This design comes from an exercise in tuning for small area, a short achievable clock period and few clock cycles on the open sky130 flow, not from production work.
The RTL was checked by simulation tests, not by an equivalence proof against the original design.
Power is estimated from default activity; no workload was simulated.

==> flow/design.v (excerpt) <==
module CPU(
        input clk,
        input resetn,
        output [13:0] imem_addr,
        input  [31:0] imem_rdata,
        output [13:0] dmem_addr,
        output [31:0] dmem_wdata,
        output        dmem_wen,
        input  [31:0] dmem_rdata,
        output [31:0] debug_wb_pc ,
        output        debug_wb_rf_wen ,
        output [4 :0] debug_wb_rf_addr,
        output [31:0] debug_wb_rf_wdata
        );
    reg  [13:0] pc;          
    reg         fv;          
    reg  [31:0] ir;
    reg         ir_v;
    reg  [31:0] e_a, e_b;    
    reg         e_v, e_wr, e_ld, e_mz;
    reg  [4:0]  e_rd;
    reg  [4:0]  e_sh;
    reg         e_sub, e_arith, e_and, e_or, e_xor, e_pa, e_slt, e_sll;
    reg  [31:0] m_res;       
    reg         m_v, m_wen, m_ld;
    reg  [4:0]  m_rd;
    reg  [13:0] da;          
    reg         dwen;
    reg  [29:0] dbg_pc;
    reg         dbg_wen;
    reg  [4:0]  dbg_rd;
    reg  [31:0] dbg_data;
    reg  [31:0] regs [1:31];
    reg  [31:1] rv;          
    function [32:0] add32;
        input [31:0] a, b;
        input ci;
        reg [31:0] p, G, P, Gn, Pn;
        integer l, i, s;
        begin
            p = a ^ b;
            G = a & b;
            P = p;
            for (l = 0; l < 5; l = l + 1) begin
                Gn = G;
                Pn = P;
                for (i = 0; i < 32; i = i + 1)
                    if ((i >> l) & 1) begin
                        s = ((i >> l) << l) - 1;
                        Gn[i] = G[i] | (P[i] & G[s]);
                        Pn[i] = P[i] & P[s];
                    end
                G = Gn;
                P = Pn;
            end
            add32[0] = p[0] ^ ci;
            for (i = 1; i < 32; i = i + 1)
                add32[i] = p[i] ^ (G[i-1] | (P[i-1] & ci));
            add32[32] = G[31] | (P[31] & ci);
        end
    endfunction
    function [15:0] add16;
        input [15:0] a, b;
        reg [15:0] p, G, P, Gn, Pn;
        integer l, i, s;
        begin
            p = a ^ b;
            G = a & b;
            P = p;
            for (l = 0; l < 4; l = l + 1) begin
                Gn = G;
                Pn = P;
  ...
For scale: about 4300 cells after synthesis, roughly 1300 flip-flops, roughly 200 I/O pins, roughly 58000 µm² of cells after synthesis.
clock: 16.0 ns
lec_check: 0
cap_margin: 20
core_margin: 2
core_utilization: 45
slew_margin: 20
standard.sh (not shown) runs the stock make flow with config.mk's settings and CLKGATE_MAP_FILE= SYNTH_SCRIPT=/design/flow/synth_recipe.tcl, a recipe that flattens the netlist after the stock synthesis.
==> flow/flow/run.sh <==
#!/bin/bash
# Standard ORFS layout (the standard.sh) with the timing repair asked
# to leave SETUP_SLACK_MARGIN ns of setup slack at the design's period.
set -euo pipefail
export SETUP_SLACK_MARGIN=11.6
bash standard.sh > standard_make.log 2>&1
Testbench counts at the start, summed over its fixed seeds: cycles 3,307.
Next try:
--- a/flow/design.v
+++ b/flow/design.v
@@ -112,29 +112,31 @@
     wire need2 = ir_ld & base_ir;
     wire need1 = (ir_ld & use_ir) | (ir_wr & base_ir) | base_e;
     reg  [1:0] scnt;         
     wire stall = scnt != 2'd0;
     wire hold_pc = stall ? scnt[1] : (need1 | need2);
     wire [29:0] pc_inc30 = inc30({16'd0, pc});
     wire [13:0] pc_inc = pc_inc30[13:0];
     always @(posedge clk or negedge resetn) begin
         if (!resetn) begin
-            pc    <= 14'd0;
             fv    <= 1'b0;
             scnt  <= 2'd0;
             ir_v  <= 1'b0;
         end else begin
             fv    <= 1'b1;
             if (stall) scnt <= scnt - 2'd1;
             else       scnt <= need2 ? 2'd2 : need1 ? 2'd1 : 2'd0;
-            if (!hold_pc) pc <= pc_inc;
             if (!stall) ir_v <= fv;
         end
+    end
+    always @(posedge clk) begin
+        if (!resetn)       pc <= 14'd0;
+        else if (!hold_pc) pc <= pc_inc;
     end
     always @(posedge clk) if (!stall) ir <= imem_rdata;
     assign imem_addr = pc;
     wire [4:0] rs = ir[25:21];
     wire [4:0] rt = ir[20:16];
     wire [4:0] rd = ir[15:11];
     wire [5:0] op = ir[31:26];
     wire [10:0] fn = ir[10:0];
     wire isR = (op == 6'h00) & (ir[25:0] != 26'd0);
@@ -191,49 +193,49 @@
         e_pa  <= f_mz;
         e_slt <= f_slt;
         e_sll <= f_sll;
         e_mz  <= isR & f_mz;
         e_ld  <= isL;
         da    <= addr[15:2];
         m_res <= alu;
         m_rd  <= e_rd;
         m_ld  <= e_ld;
+        dwen  <= go & isS;
     end
     always @(posedge clk or negedge resetn) begin
         if (!resetn) begin
             e_v   <= 1'b0;
             e_wr  <= 1'b0;
-            dwen  <= 1'b0;
             m_v   <= 1'b0;
             m_wen <= 1'b0;
         end else begin
             e_v   <= go;
             e_wr  <= go & (isR | isL);
-            dwen  <= go & isS;
             m_v   <= e_v;
             m_wen <= e_wen;
         end
     end
     assign dmem_addr  = da;
     assign dmem_wdata = e_b;
     assign dmem_wen   = dwen;
     always @(posedge clk) begin
         if (m_wen && m_rd != 5'd0) regs[m_rd] <= wdata;
         dbg_rd   <= m_rd;
         dbg_data <= wdata;
     end
     always @(posedge clk or negedge resetn) begin
         if (!resetn) begin
             rv      <= 31'd0;
-            dbg_wen <= 1'b0;
-            dbg_pc  <= 30'd0;
         end else begin
             if (m_wen && m_rd != 5'd0) rv[m_rd] <= 1'b1;
-            dbg_wen <= m_wen;
-            if (m_v) dbg_pc <= inc30(dbg_pc);
-        end
+        end
+    end
+    always @(posedge clk) begin
+        dbg_wen <= m_wen;
+        if (!resetn)   dbg_pc <= 30'd0;
+        else if (m_v)  dbg_pc <= inc30(dbg_pc);
     end
     assign debug_wb_pc       = {dbg_pc, 2'b00};
     assign debug_wb_rf_wen   = dbg_wen;
     assign debug_wb_rf_addr  = dbg_rd;
     assign debug_wb_rf_wdata = dbg_data;
 endmodule
Worst setup slack loses 0.014 ns.
Count of clock-buffer cells in the layout is higher by 1.
Sequential power hardly moves.
Hold slack loses 0.0063 ns.
Power is lower by 2.7%.
Utilization stays flat.
Testbench counts after the change, summed over its fixed seeds: cycles 3,307.

==> static timing again, ports no longer ideal <==
Ports are ideal in the flow. The routed layouts listed here were re-timed in OpenROAD. Step 1 assumes that a clkbuf_16 drives the clock port and a buf_2 every other input. Step 2 also shifts input and output timing later by t, the mid clock arrival at the registers, as if the neighbouring blocks saw the same clock. a / b / c = ideal ports / drivers / drivers and shift; a / b = the first two.
run | t (ns) | setup WS [ns] | hold WS [ns] | worst slew at a driven data input, ns | cell pins on the clock port's net
the first run | 0.871 | 11.431 / 11.351 / 10.690 | 0.372 / 0.372 / 0.372 | 0.07 | 1
the second run | 0.857 | 11.417 / 11.399 / 10.577 | 0.365 / 0.365 / 0.365 | 0.09 | 1
After both steps setup and hold are still met in every run listed. The setup slack of the second run, which loses most, moves by -0.018 ns with the drivers and by -0.840 ns with both steps.
